Context: an optimization exercise on an open-source flow, tuned for a short achievable clock period and few clock cycles. The choices shown serve that exercise and are no tape-out recipe.
No run shown here included a check of the RTL's function; only the layout flow was run.
No activity file was given, so power comes from the tool's default toggle rates.

<file path="design/flow/flow/run.sh">
#!/bin/bash
# Standard ORFS layout, with repair_timing asked for more setup slack than the default.
set -euo pipefail
bash standard.sh SETUP_SLACK_MARGIN=5.6 finish > standard.log 2>&1
</file>
<file path="design/flow/standard.sh">
#!/bin/bash
# synth_recipe.tcl (not shown) runs the flow's synth.tcl, then flattens the netlist and writes it again
# the make line also repeats each setting of config.mk as NAME=value (left out here)
make -C /OpenROAD-flow-scripts/flow DESIGN_CONFIG=/design/flow/config.mk WORK_HOME=/design/flow/orfs CLKGATE_MAP_FILE= SYNTH_SCRIPT=/design/flow/synth_recipe.tcl "${@:-finish}"
</file>
<file path="design/flow/config.mk">
export PLATFORM = sky130hd
export DESIGN_NAME = MIPS_DLX
export DESIGN_NICKNAME = MIPS_DLX
export VERILOG_FILES = /design/flow/design.v
export SDC_FILE = /design/flow/constraint.sdc
export NUM_CORES = 8
export LEC_CHECK = 0
export CAP_MARGIN = 20
export CORE_MARGIN = 2
export CORE_UTILIZATION = 40
export SLEW_MARGIN = 20
</file>
<file path="design/flow/constraint.sdc">
create_clock -name core_clock -period 10.0 [get_ports {clock}]
set_input_delay 2.0000 -clock core_clock [delete_from_list [all_inputs] [get_ports {clock}]]
set_output_delay 2.0000 -clock core_clock [all_outputs]
set_load 0.01 [all_outputs]
</file>
<file path="design/flow/design.v">
`timescale 1ns / 1ps
module MIPS_DLX(
	input         clock,
	input         reset,
	input         enable,
	output [9:0]  imem_addr,
	input  [31:0] imem_data,
	output [9:0]  dmem_addr,
	output [31:0] dmem_wdata,
	output        dmem_we,
	input  [31:0] dmem_rdata
);
reg [9:0]  pc;
reg        e_we, e_load, e_store, e_br, e_bne, e_pred;
reg [4:0]  e_dst;
reg [9:0]  e_pc1, e_tgt;
reg [9:0]  e_pc;
reg        e_hit, e_spred;
reg [1:0]  e_ctr;
reg        e_fa_ld, e_fa_res, e_fb_ld, e_fb_res, e_fc_ld, e_fc_res;
reg [31:0] e_a, e_b, e_c;         
reg [9:0]  e_imm;
reg        e_sub, e_arith, e_and, e_or, e_xor, e_nor, e_slt, e_sltu;
reg        e_sll, e_sr, e_sra, e_big;
reg        e_ek_addi, e_ek_andi, e_ezk;
reg [31:0] e_negimm;
reg        m_we, m_load, m_store;
reg [4:0]  m_dst;
reg [31:0] m_sum, m_log, m_shl, m_shr;
reg        m_lt, m_big, m_sgn;
reg        m_s_arith, m_s_log, m_s_shl, m_s_shr;
reg [9:0]  m_addr;
reg [31:0] m_wdata;
reg [31:0] rf [1:31];
wire [31:0] m_res = ({32{m_s_arith}} & m_sum)
                  | ({32{m_s_log}}   & m_log)
                  | ({32{m_s_shl}}   & m_shl)
                  | ({32{m_s_shr}}   & (m_big ? {32{m_sgn}} : m_shr))
                  | {31'd0, m_lt};
wire [31:0] m_data = m_load ? dmem_rdata : m_res;
assign dmem_addr  = m_addr;
assign dmem_wdata = m_wdata;
assign dmem_we    = m_store & enable;
wire [31:0] a_r = e_fa_res ? m_res : e_a;
wire [31:0] b_r = e_fb_res ? m_res : e_b;
wire [31:0] c_r = e_fc_res ? m_res : e_c;
wire [31:0] a = e_fa_ld ? dmem_rdata : a_r;
wire [31:0] b = e_fb_ld ? dmem_rdata : b_r;
wire [31:0] c = e_fc_ld ? dmem_rdata : c_r;
function [32:0] ks_add;
	input [31:0] x, y;
	input        cin;
	reg [31:0] p, g, gg, pp, gn, pn;
	integer i, d;
	begin
		p = x ^ y;
		g = x & y;
		gg = g; gg[0] = g[0] | (p[0] & cin);
		pp = p;
		for (d = 1; d < 32; d = d * 2) begin
			gn = gg; pn = pp;
			for (i = d; i < 32; i = i + 1) begin
				gn[i] = gg[i] | (pp[i] & gg[i-d]);
				pn[i] = pp[i] & pp[i-d];
			end
			gg = gn; pp = pn;
		end
		ks_add = {gg[31], p ^ {gg[30:0], cin}};
	end
endfunction
wire [32:0] sum  = ks_add(a, c ^ {32{e_sub}}, e_sub);
wire        lt   = (a[31] ^ c[31]) ? a[31] : sum[31];
wire        ltu  = ~sum[32];
wire [4:0]  sh   = c[4:0];
wire        big  = |c[31:5];
wire [31:0] shl  = a << sh;
wire [32:0] shr  = $signed({e_sra & a[31], a}) >>> sh;
wire [31:0] logic_res = ({32{e_and}} & (a & c))
                      | ({32{e_or}}  & (a | c))
                      | ({32{e_xor}} & (a ^ c))
                      | ({32{e_nor}} & ~(a | c));
wire        taken      = (a == b) ^ e_bne;
wire        mispredict = e_br & (taken ^ e_pred);
wire [9:0]  addr       = a[9:0] + e_imm;
wire        ezero      = (e_ek_addi & (a == e_negimm)) | (e_ek_andi & ~|(a & c));
wire [31:0] ins   = imem_data;
wire [5:0]  op    = ins[31:26];
wire [4:0]  rs    = ins[25:21];
wire [4:0]  rt    = ins[20:16];
wire [4:0]  rd    = ins[15:11];
wire [5:0]  funct = ins[5:0];
wire is_r    = op == 6'b000000;
wire is_j    = op == 6'b000010;
wire is_beq  = op == 6'b000100;
wire is_bne  = op == 6'b000101;
wire is_addi = op == 6'b001000;
wire is_slti = op == 6'b001010;
wire is_andi = op == 6'b001100;
wire is_ori  = op == 6'b001101;
wire is_xori = op == 6'b001110;
wire is_lw   = op == 6'b100011;
wire is_sw   = op == 6'b101011;
wire is_imm  = is_addi | is_slti | is_andi | is_ori | is_xori;
wire is_br   = is_beq | is_bne;
wire [4:0] dst = is_r ? rd : rt;
wire       we  = (is_r | is_imm | is_lw) & (dst != 5'd0);
wire f_add  = is_r & (funct == 6'h20 || funct == 6'h21);
wire f_sub  = is_r & (funct == 6'h22 || funct == 6'h23);
wire f_or   = is_r & (funct == 6'h25);
wire f_xor  = is_r & (funct == 6'h26);
wire f_nor  = is_r & (funct == 6'h27);
wire f_slt  = is_r & (funct == 6'h2a);
wire f_sltu = is_r & (funct == 6'h2b);
wire f_sll  = is_r & (funct == 6'h00);
wire f_srl  = is_r & (funct == 6'h02);
wire f_sra  = is_r & (funct == 6'h03);
wire f_sllv = is_r & (funct == 6'h04);
wire f_srlv = is_r & (funct == 6'h06);
wire f_srav = is_r & (funct == 6'h07);
wire f_and  = is_r & ~(f_add | f_sub | f_or | f_xor | f_nor | f_slt | f_sltu |
                       f_sll | f_srl | f_sra | f_sllv | f_srlv | f_srav);
wire [31:0] imm = {{16{ins[15]}}, ins[15:0]};
wire [31:0] rf_a = (rs == 5'd0) ? 32'd0 : rf[rs];
wire [31:0] rf_b = (rt == 5'd0) ? 32'd0 : rf[rt];
wire        byp_a = m_we & (m_dst == rs);
wire        byp_b = m_we & (m_dst == rt);
wire [31:0] val_a = byp_a ? m_data : rf_a;
wire [31:0] val_b = byp_b ? m_data : rf_b;
wire fwd_a = e_we & (e_dst == rs);
wire fwd_b = e_we & (e_dst == rt);
wire same = rs == rt;
wire spred = is_beq ? (same | ins[15]) : ~same;
reg [31:0]  bp_v;
reg [159:0] bp_tag;
reg [63:0]  bp_ctr;
wire [4:0] bp_i   = pc[4:0];
wire       bp_hit = bp_v[bp_i] & (bp_tag[bp_i*5 +: 5] == pc[9:5]);
wire [1:0] bp_c   = bp_ctr[bp_i*2 +: 2];
wire dpred = bp_hit ? bp_c[1] : spred;
wire [4:0] zr       = (rt == 5'd0) ? rs : rt;
wire       early_ok = is_br & ~same & ((rt == 5'd0) | (rs == 5'd0)) &
                      e_we & e_ezk & (e_dst == zr);
wire       pred     = early_ok ? (is_beq ? ezero : ~ezero) : dpred;
wire [9:0] pc1 = pc + 10'd1;
wire [9:0] tgt = pc + ins[9:0];
wire [9:0] f_next = (is_br & pred) ? tgt : (is_j ? ins[9:0] : pc1);
assign imem_addr = pc;
always @(posedge clock) begin
	if (reset)
		pc <= 10'd0;
	else if (enable)
		pc <= mispredict ? (e_pred ? e_pc1 : e_tgt) : f_next;
end
wire kill = mispredict;
always @(posedge clock) begin
	if (reset) begin
		e_we <= 1'b0; e_load <= 1'b0; e_store <= 1'b0; e_br <= 1'b0;
	end else if (enable) begin
		e_we    <= we & ~kill;
		e_load  <= is_lw & ~kill;
		e_store <= is_sw & ~kill;
		e_br    <= is_br & ~kill;
	end
end
always @(posedge clock) begin
	if (enable) begin
		e_dst    <= dst;
		e_bne    <= is_bne;
		e_pred   <= pred;
		e_pc     <= pc;
		e_hit    <= bp_hit;
		e_spred  <= spred;
		e_ctr    <= bp_c;
		e_pc1    <= pc1;
		e_tgt    <= tgt;
		e_fa_ld  <= fwd_a & e_load;
		e_fa_res <= fwd_a & ~e_load;
		e_fb_ld  <= fwd_b & e_load;
		e_fb_res <= fwd_b & ~e_load;
		e_fc_ld  <= fwd_b & e_load & ~is_imm;
		e_fc_res <= fwd_b & ~e_load & ~is_imm;
		e_a      <= val_a;
		e_b      <= val_b;
		e_c      <= is_imm ? imm : val_b;
		e_imm    <= ins[9:0];
		e_sub    <= f_sub | f_slt | f_sltu | is_slti;
		e_arith  <= f_add | f_sub | is_addi;
		e_and    <= f_and | is_andi;
		e_or     <= f_or | is_ori;
		e_xor    <= f_xor | is_xori;
		e_nor    <= f_nor;
		e_slt    <= f_slt | is_slti;
		e_sltu   <= f_sltu;
		e_sll    <= f_sll | f_sllv;
		e_sr     <= f_srl | f_sra | f_srlv | f_srav;
		e_sra    <= f_sra | f_srav;
		e_big    <= f_sll | f_srl | f_sra;
		e_ek_addi <= is_addi;
		e_ek_andi <= is_andi;
		e_ezk     <= is_addi | is_andi;
		e_negimm  <= 32'd0 - imm;
	end
end
always @(posedge clock) begin
	if (reset) begin
		m_we <= 1'b0; m_load <= 1'b0; m_store <= 1'b0;
	end else if (enable) begin
		m_we    <= e_we;
		m_load  <= e_load;
		m_store <= e_store;
	end
end
always @(posedge clock) begin
	if (enable) begin
		m_dst   <= e_dst;
		m_sum   <= sum[31:0];
		m_log   <= logic_res;
		m_shl   <= shl;
		m_shr   <= shr[31:0];
		m_lt    <= (e_slt & lt) | (e_sltu & ltu);
		m_big   <= e_big & big;
		m_sgn   <= e_sra & a[31];
		m_s_arith <= e_arith;
		m_s_log   <= e_and | e_or | e_xor | e_nor;
		m_s_shl   <= e_sll & ~(e_big & big);
		m_s_shr   <= e_sr;
		m_addr  <= addr;
		m_wdata <= b;
	end
end
wire [1:0] ctr0  = e_hit ? e_ctr : (e_spred ? 2'b10 : 2'b01);
wire [1:0] ctr1  = taken ? ((ctr0 == 2'b11) ? 2'b11 : ctr0 + 2'b01)
                         : ((ctr0 == 2'b00) ? 2'b00 : ctr0 - 2'b01);
always @(posedge clock) begin
	if (reset) begin
		bp_v <= 32'd0;
	end else if (enable && e_br) begin
		bp_v[e_pc[4:0]] <= 1'b1;
	end
end
always @(posedge clock) begin
	if (enable && e_br) begin
		bp_tag[e_pc[4:0]*5 +: 5] <= e_pc[9:5];
		bp_ctr[e_pc[4:0]*2 +: 2] <= ctr1;
	end
end
always @(posedge clock) begin
	if (enable && m_we)
		rf[m_dst] <= m_data;
end
endmodule
</file>
==> notes.md, run 1 <==
* Result of the run: no timing/DRC/antenna violations
* Sink count of the clock tree at 1631
* Initial Util at 40.1%
* Most frequent cells after synthesis: sky130_fd_sc_hd__edfxtp_1, sky130_fd_sc_hd__mux4_2, sky130_fd_sc_hd__nand2_1, sky130_fd_sc_hd__nor2_1, sky130_fd_sc_hd__mux2i_1
* DRC violations left at 0
* Final setup violation count at 0
* Slew margin rel. at 21.8%
* Die Footprint at 216000 µm²
* Post-synth EDFFs at 1582
* Largest fanout on the critical path at 6
* Post-Route Skew at 81.3 ps
* Worst reg-to-reg setup slack at 4910 ps
* Leftover overflow at the end of global routing at 0
* Count of port buffers added during placement at 119
* Number of buffer and inverter instances along the worst setup path at 1
* Inserted Clock Buffers at 170
* Fraction of synthesized cell area taken by the top area cell type at 56.0%
* Cell area after technology mapping at 84900 µm²
* Number of fill cells at 18474
* Total wire length after detailed routing at 300 mm
* Critical Path Slowest Stage Cell: sky130_fd_sc_hd__clkdlybuf4s50_1
* Synthesized flop and latch total at 1631
* Area inside the core boundary at 211000 µm²
* Total GRT Usage at 27.0%
* CTS Hold Buffers Added at 0
* Buffer cell driving the clock tree root: sky130_fd_sc_hd__clkbuf_16
* Fin nets at 6337
* Wirelength per Cell at 33.0 µm
* Post-synth net total at 6211
* Weighted congestion at the end of routability-driven global placement at 0.980
* Yosys cell types at 98
* Pleak at 33.0 nW
* Filler-free cell count of the finished design at 9108
* Top cell family by delay on the critical path: simple AND/OR/NAND/NOR gates
* Number of H-tree levels at 4
* Site row count at 169
* Maximum single-stage delay on the critical path at 620 ps
* Number of optimization iterations in the first detailed-route pass at 7
* Half-perimeter wire length after detailed placement at 189 mm
* Proportion of register bits with asynchronous set or reset after synthesis at 0%
* RSZ-0062 raised after global routing: true
* # IOs at 120
* Initial DRC Count at 8312
* Crit path cell chain: clkdlybuf4s50_1, a22oi_1, o21ai_2, ha_1, nor4_4, nand4_1, nor3_4, nor3_1, nor2b_1, or4_4, o21ai_4, mux2i_1, o21ai_1
* Share of final-layout standard cells stronger than drive strength 1 at 22.5%
* Cells after synthesis at 6017
* Number of warning messages in the yosys log at 1
* Arrival time at the worst endpoint at 5840 ps
* Per-cell via count in the routed design at 6.47
* Most frequent cell after synthesis: sky130_fd_sc_hd__edfxtp_1
* Horizontal extent of the die at 465 µm
* Total vias in the final route at 58936
* Number of buffers between clock root and the deepest sink at 3
* Chip Height at 465 µm
* CTS tree: built
* Type of the worst setup path: in -> reg
* Min-delay worst type: reg -> reg
* Post-synthesis cell type with the largest combined area: sky130_fd_sc_hd__edfxtp_1
* Clk pin slew, worst setup/hold paths at 70 ps
* Maximum clock frequency at 0.195 GHz
* Maximum vdd drop at 0.000171 V
* Total of max-cap violations at 0
* Final Max Tran Viols at 0
* Via count of the first global-routing pass at 56420
* Sequential share of the synthesized area at 57.1%
* Initial antenna violation count at 26
* Pin count of the biggest net entering global routing at 145
* Type of origin of the critical path: input pin
* First-pass GRT wire length at 423 mm
* Endpoint required time on the critical path at 10710 ps
* Primary flip-flop cell chosen by synthesis mapping: sky130_fd_sc_hd__edfxtp_1
* Type of destination of the critical path: flip-flop
* Power per standard cell area at 180 nW/µm²
* Final count of hold timing violations at 0
* Final TNS setup at 0 ps
* Remaining antenna violation count at 0
* Portion of the clock cycle consumed by the worst path in the final layout at 51.3%
* Synthesis-to-layout area growth at 14.9%
* Clock latency (worst-skew pair) at 870 ps
* Cells after DPL at 8658
* Post-route minimum period at 5130 ps
* Worst-margin pin slew at 1170 ps
* Leading cell types by total area after synthesis: sky130_fd_sc_hd__edfxtp_1, sky130_fd_sc_hd__mux4_2, sky130_fd_sc_hd__mux2i_1
* Synthesized area divided by synthesized cell count at 14.1 µm²
where the power goes:
part           switching [mW]  leakage (nW)  internal [mW]  total [mW]
Combinational            1.91          15.5           1.05        2.96
Clock                    2.83          2.74           3.71        6.55
Sequential              0.124          14.8           7.90        8.02
Total                    4.87          33.0           12.7        17.5
state kept, by name, indices dropped and copies added, names as in the netlist, 17 cells and up:
register	cells
m_shl	32
e_c	32
rf	992
e_a	32
e_negimm	17
m_sum	32
bp_tag	160
bp_ctr	64
m_shr	32
e_b	32
m_log	32
m_wdata	32
bp_v	32
cells in the final DEF, fill, tap and decap left out, types with 74 or more instances in the layout:
master                            instances
sky130_fd_sc_hd__a211oi_1                80
sky130_fd_sc_hd__a21oi_1                243
sky130_fd_sc_hd__a22o_1                 107
sky130_fd_sc_hd__a22oi_1                 81
sky130_fd_sc_hd__buf_4                  204
sky130_fd_sc_hd__clkbuf_16              178
sky130_fd_sc_hd__clkdlybuf4s50_1         85
sky130_fd_sc_hd__edfxtp_1              1582
sky130_fd_sc_hd__ha_1                   115
sky130_fd_sc_hd__inv_1                  147
sky130_fd_sc_hd__mux2_2                  97
sky130_fd_sc_hd__mux2i_1                338
sky130_fd_sc_hd__mux4_2                 545
sky130_fd_sc_hd__nand2_1                516
sky130_fd_sc_hd__nand3_1                 76
sky130_fd_sc_hd__nor2_1                 323
sky130_fd_sc_hd__o21ai_0                241
sky130_fd_sc_hd__xnor2_1                 88
sky130_fd_sc_hd__xor2_1                  74
final timing paths:
path                        from  cells after the start         end
setup / recovery  dmem_rdata[17]                     13       pc[2]
hold / removal              e_sr                      0     m_s_shr
setup reg to reg       m_s_arith                     16  bp_ctr[56]
hold reg to reg             e_sr                      0     m_s_shr
logic make-up after synthesis:
kind of cell	after synthesis	share of synthesized area [%]
AND/OR/NAND/NOR	1232	6.39
buffers and inverters	609	2.85
adder cells (fa/ha/maj)	128	1.91
AO/OA/AOI/OAI	1258	10.1
XOR/XNOR	171	1.79
flip-flops	1631	57.1
multiplexers	988	19.8
cell type report:
cell class / count / area, µm² / share of cell area (%)
inverters: 165 / 661 / 0.677
clock buffers: 222 / 4600 / 4.72
repair buffers: 388 / 3940 / 4.04
repair inverters: 1 / 8.76 / 0.00898
flip-flops and latches: 1631 / 48500 / 49.7
clock inverters: 83 / 1060 / 1.09
well taps: 2821 / 3530 / 3.62
multi-input cells: 3786 / 35200 / 36.1
diodes: 11 / 27.5 / 0.0282
routing by layer:
layer,track usage [%],part of all wire (%)
met3,6.19,11
met5,0,0.047
met4,8.77,3.7
met2,42.1,46
met1,37.5,40
per-stage QoR:
step | util [%] | hold WS, ps | worst slack [ps] | power, mW | cell area [µm²]
6_report | 46.1 | 429 | 4870 | 17.5 | 97500
5_1_grt | 46.1 | 436 | 4770 | 18.0 | 97500
4_1_cts | 45.7 | 428 | 4920 | 17.4 | 96700
3_5_place_dp | 42.3 | 413 | 2960 | 10.8 | 89500
3_3_place_gp | 42.3 | 412 | 2980 | 10.8 | 89500
2_1_floorplan | - | 400 | 4770 | 9.79 | 85400
what timing repair did:
item                                    CTS  global route
cloned                                   16             6
setup buffers                            68            44
pin swaps                                37            39
gates resized for setup                 195           105
endpoints found under the setup margin  264           134
==> run 2, diff against run 1 <==
==> design/flow/run.sh (new file) <==
#!/bin/bash
# synth_recipe.tcl (not shown) runs the flow's synth.tcl, then flattens the netlist and writes it again
# the make line also repeats each setting of config.mk as NAME=value (left out here)
make -C /OpenROAD-flow-scripts/flow DESIGN_CONFIG=/design/flow/config.mk WORK_HOME=/design/flow/orfs CLKGATE_MAP_FILE= SYNTH_SCRIPT=/design/flow/synth_recipe.tcl finish
--- a/design/flow/config.mk
+++ b/design/flow/config.mk
@@ -10,2 +10,3 @@
 export CORE_UTILIZATION = 40
+export SETUP_SLACK_MARGIN = 5
 export SLEW_MARGIN = 20
removed: design/flow/flow/run.sh
removed: design/flow/standard.sh
==> run 2 against run 1 <==
Against the previous run: combinational power shrank 2%; worst hold slack worse by 0.56 ps; die area is the same; critical path type is now reg -> reg; critical endpoint is now m_lt; highest routed layer unchanged.
==> notes.md, run 2 <==
* Total wire length after detailed routing at 297 mm (-0.97%)
* Sequential share of the synthesized area at 57.1% (unchanged)
* Yosys cell types at 98 (unchanged)
* Maximum clock frequency at 0.186 GHz (-4.8%)
* Maximum vdd drop at 0.000195 V (+14%)
* Number of warning messages in the yosys log at 1 (unchanged)
* Initial Util at 40.1% (unchanged)
* Launching point of the worst reg2reg path: m_s_arith
* Buffer cell driving the clock tree root: sky130_fd_sc_hd__clkbuf_16
* Cells after synthesis at 6017 (unchanged)
* Number of buffers between clock root and the deepest sink at 3 (unchanged)
* Area inside the core boundary at 211000 µm² (unchanged)
* Hold worst-path end: m_s_shr
* Post-synth EDFFs at 1582 (unchanged)
* Proportion of register bits with asynchronous set or reset after synthesis at 0% (unchanged)
* Count of port buffers added during placement at 119 (unchanged)
* Min-delay worst type: reg -> reg
* Met1 track demand over resource at 37.9% (+0.37 points)
* Horizontal extent of the die at 465 µm (unchanged)
* Busiest metal layer after global routing: met2
* Crit path cell chain: buf_6, buf_4, a222oi_1, o21a_2, nand2_1, o21ai_0, o21ai_2, xor2_1, ha_1, a21o_1, a21oi_1, o211ai_1, a311o_1, a31o_1, o31ai_4, nand4b_1, nand2_2, a32o_1, or4_1
* Maximum single-stage delay on the critical path at 800 ps (+180 ps)
* Number of optimization iterations in the first detailed-route pass at 9 (+2)
* Slew margin rel. at 15.9% (-5.8 points)
* Reg2reg end: m_lt
* Met3 Use GR at 4.71% (-1.5 points)
* Cell area after technology mapping at 84900 µm² (unchanged)
* Site row count at 169 (unchanged)
* Total Power at 17.3 mW (-1.6%)
* Via count of the first global-routing pass at 56099 (-0.57%)
* Pleak at 32.8 nW (-0.68%)
* # IOs at 120 (unchanged)
* Synthesized flop and latch total at 1631 (unchanged)
* Total of max-cap violations at 0 (unchanged)
* Chip Height at 465 µm (unchanged)
* Pin count of the biggest net entering global routing at 147 (+1.4%)
* Largest fanout on the critical path at 9 (+3)
* Final Max Tran Viols at 0 (unchanged)
* Die Footprint at 216000 µm² (unchanged)
* Arrival time at the worst endpoint at 5970 ps (+130 ps)
* Clock latency (worst-skew pair) at 840 ps (-30 ps)
* Wirelength per Cell at 32.7 µm (-0.89%)
* Most frequent cells in the layout: sky130_fd_sc_hd__edfxtp_1, sky130_fd_sc_hd__mux4_2, sky130_fd_sc_hd__nand2_1
* Fin nets at 6324 (-0.21%)
* RSZ-0062 raised after global routing: true
* Worst-margin pin slew at 1250 ps (+82.7 ps)
* Total vias in the final route at 58558 (-0.64%)
* Initial DRC Count at 8551 (+2.9%)
* Initial antenna violation count at 18 (-31%)
* First-pass GRT wire length at 420 mm (-0.69%)
* Final design instance area without fill at 96900 µm² (-0.64%)
* Total GRT Usage at 26.9% (-0.17 points)
* Flip-flop count of the largest register, all copies and words added at 992 (unchanged)
* Number of buffer and inverter instances along the worst setup path at 2 (+1)
* Post-synth net total at 6211 (unchanged)
* Met2 global-route usage at 41.7% (-0.43 points)
* Synthesized area divided by synthesized cell count at 14.1 µm² (unchanged)
* Post-route minimum period at 5380 ps (+256 ps)
* Share of final-layout standard cells stronger than drive strength 1 at 21.8% (-0.75 points)
* Primary flip-flop cell chosen by synthesis mapping: sky130_fd_sc_hd__edfxtp_1
* Type of origin of the critical path: flip-flop
* Synthesis-to-layout area growth at 14.2%
* Per-cell via count in the routed design at 6.43 (-0.56%)
* Top cell family by delay on the critical path: compound AO/OA/AOI/OAI gates
* Inserted Clock Buffers at 175 (+2.9%)
* Sink count of the clock tree at 1631 (unchanged)
* Post-synthesis cell type with the largest combined area: sky130_fd_sc_hd__edfxtp_1
* Weighted congestion at the end of routability-driven global placement at 0.936 (-4.5%)
* Most frequent cells after synthesis: sky130_fd_sc_hd__edfxtp_1, sky130_fd_sc_hd__mux4_2, sky130_fd_sc_hd__nand2_1, sky130_fd_sc_hd__nor2_1, sky130_fd_sc_hd__mux2i_1
* Remaining antenna violation count at 0 (unchanged)
* Top register by number of flip-flops: rf
* Worst reg-to-reg setup slack at 4620 ps (-290 ps)
* Leading cell types by total area after synthesis: sky130_fd_sc_hd__edfxtp_1, sky130_fd_sc_hd__mux4_2, sky130_fd_sc_hd__mux2i_1
* Number of cells on the worst reg-to-reg path at 19 (+3)
* Critical Path Slowest Stage Cell: sky130_fd_sc_hd__a222oi_1
* Type of destination of the critical path: flip-flop
* CTS tree: built
* Most common cell after layout, fill and taps aside: sky130_fd_sc_hd__edfxtp_1
* CTS Hold Buffers Added at 0 (unchanged)
* Power per standard cell area at 178 nW/µm² (-0.92%)
* Cells on Worst Hold Path at 0 (unchanged)
* Endpoint required time on the critical path at 10580 ps (-130 ps)
* Most frequent cell after synthesis: sky130_fd_sc_hd__edfxtp_1
* Final count of hold timing violations at 0 (unchanged)
* Clk pin slew, worst setup/hold paths at 60 ps (about the same)
* Post-layout utilization of the core at 45.8% (-0.29 points)
* Post-Route Skew at 44.5 ps (-36.8 ps)
* Result of the run: no timing/DRC/antenna violations
* Final TNS setup at 0 ps (unchanged)
* Portion of the clock cycle consumed by the worst path in the final layout at 53.8% (+2.6 points)
* Placement Cell Area at 89400 µm² (about the same)
* HP Start: e_sr
* Leftover overflow at the end of global routing at 0 (unchanged)
* Type of the worst setup path: reg -> reg
* Final setup violation count at 0 (unchanged)
* Half-perimeter wire length after detailed placement at 188 mm (-0.68%)
* Number of H-tree levels at 4 (unchanged)
* Fraction of synthesized cell area taken by the top area cell type at 56.0% (unchanged)
* DRC violations left at 0 (unchanged)
[run 2: timing repair]
action | in CTS | in global routing
cloned | 12 | 2
gates resized for setup | 129 | 97
pin swaps | 44 | 42
buffers inserted | 58 | 40
endpoints found under the setup margin | 112 | 100
[run 2: power by group]
| group | total (mW) | internal (mW) | switching [mW] | leakage (nW) |
|---|---|---|---|---|
| Combinational | 2.89 | 1.03 | 1.87 | 15.3 |
| Clock | 6.34 | 3.53 | 2.81 | 2.69 |
| Sequential | 8.02 | 7.90 | 0.128 | 14.8 |
[run 2: how the worst max path moves through the flow]
stage             startpoint   end  slack (ps)  cells after the start
6_report           m_s_arith  m_lt        4620                     19
4_1_cts            m_s_arith  m_lt        4770                     19
3_5_place_dp   dmem_rdata[0]  m_lt        2780                     17
2_1_floorplan  dmem_rdata[1]  m_lt        4760                     18
3_3_place_gp   dmem_rdata[0]  m_lt        2730                     17
5_1_grt              m_s_log  m_lt        4570                     21
[run 2: through the flow]
step           setup slack, ps  instances  hold WS, ps
2_1_floorplan             4760       6017          400
3_3_place_gp              2730       8661          414
3_5_place_dp              2780       8662          413
4_1_cts                   4770       9045          427
5_1_grt                   4570       9093          443
6_report                  4620       9101          428
[run 2: layout make-up]
cell class / instances / area (µm²)
clock buffer: 220 / 4630
sequential: 1631 / 48500
clock inverter: 93 / 877
antenna: 14 / 35.0
timing repair buffer: 375 / 3650
multi-input combinational: 3782 / 35100
inverter: 165 / 642
fill: 18558 / 115000
tap: 2821 / 3530
[run 2: cell families (layout without fill, tap and decap cells)]
group                    count (synthesis)  in the layout  synth area share [%]
other                                    0             14                     0
multiplexers                           988            991                  19.8
XOR/XNOR                               171            171                  1.79
AND/OR/NAND/NOR                       1232           1233                  6.39
buffers and inverters                  609            853                  2.85
AO/OA/AOI/OAI                         1258           1259                  10.1
adder cells (fa/ha/maj)                128            128                  1.91
flip-flops                            1631           1631                  57.1
[run 2: per-layer routing]
layer  wire (µm)  part of all wire [%]  up-vias
met5          46                 0.015        -
met4       11600                   3.9        6
met3       28300                   9.5      560
met2      137000                    46     3408
met1      120000                    40    30382
li1            -                     -    24202

static timing again, ports no longer ideal:
How much do the figures lean on ideal ports? The routed layouts below were timed once more, with nothing changed but the port constraints.
Step 1 (the two cells are an assumption about what drives the block):
set clk [get_ports {clock}]
set_driving_cell -lib_cell sky130_fd_sc_hd__clkbuf_16 $clk
set_driving_cell -lib_cell sky130_fd_sc_hd__buf_2 [delete_from_list [all_inputs] $clk]
Step 2 also shifts input and output timing later by t, the mid clock arrival at the registers, as if the neighbouring blocks saw the same clock.
Slacks: ideal / step 1 / step 2; pairs: ideal / step 1.
| run | t, ns | setup WS [ns] | worst hold slack (ns) | worst slew at a driven data input, ns |
|---|---|---|---|---|
| run 1 | 0.909 | 4.873 / 4.906 / 4.002 | 0.429 / 0.429 / 0.429 | 0.23 |
| run 2 | 0.917 | 4.617 / 4.617 / 3.773 | 0.428 / 0.428 / 0.428 | 0.25 |
After both steps every run listed still meets setup and hold. The setup slack of run 1, which loses most, moves by +0.033 ns with the drivers and by -0.871 ns with both steps.
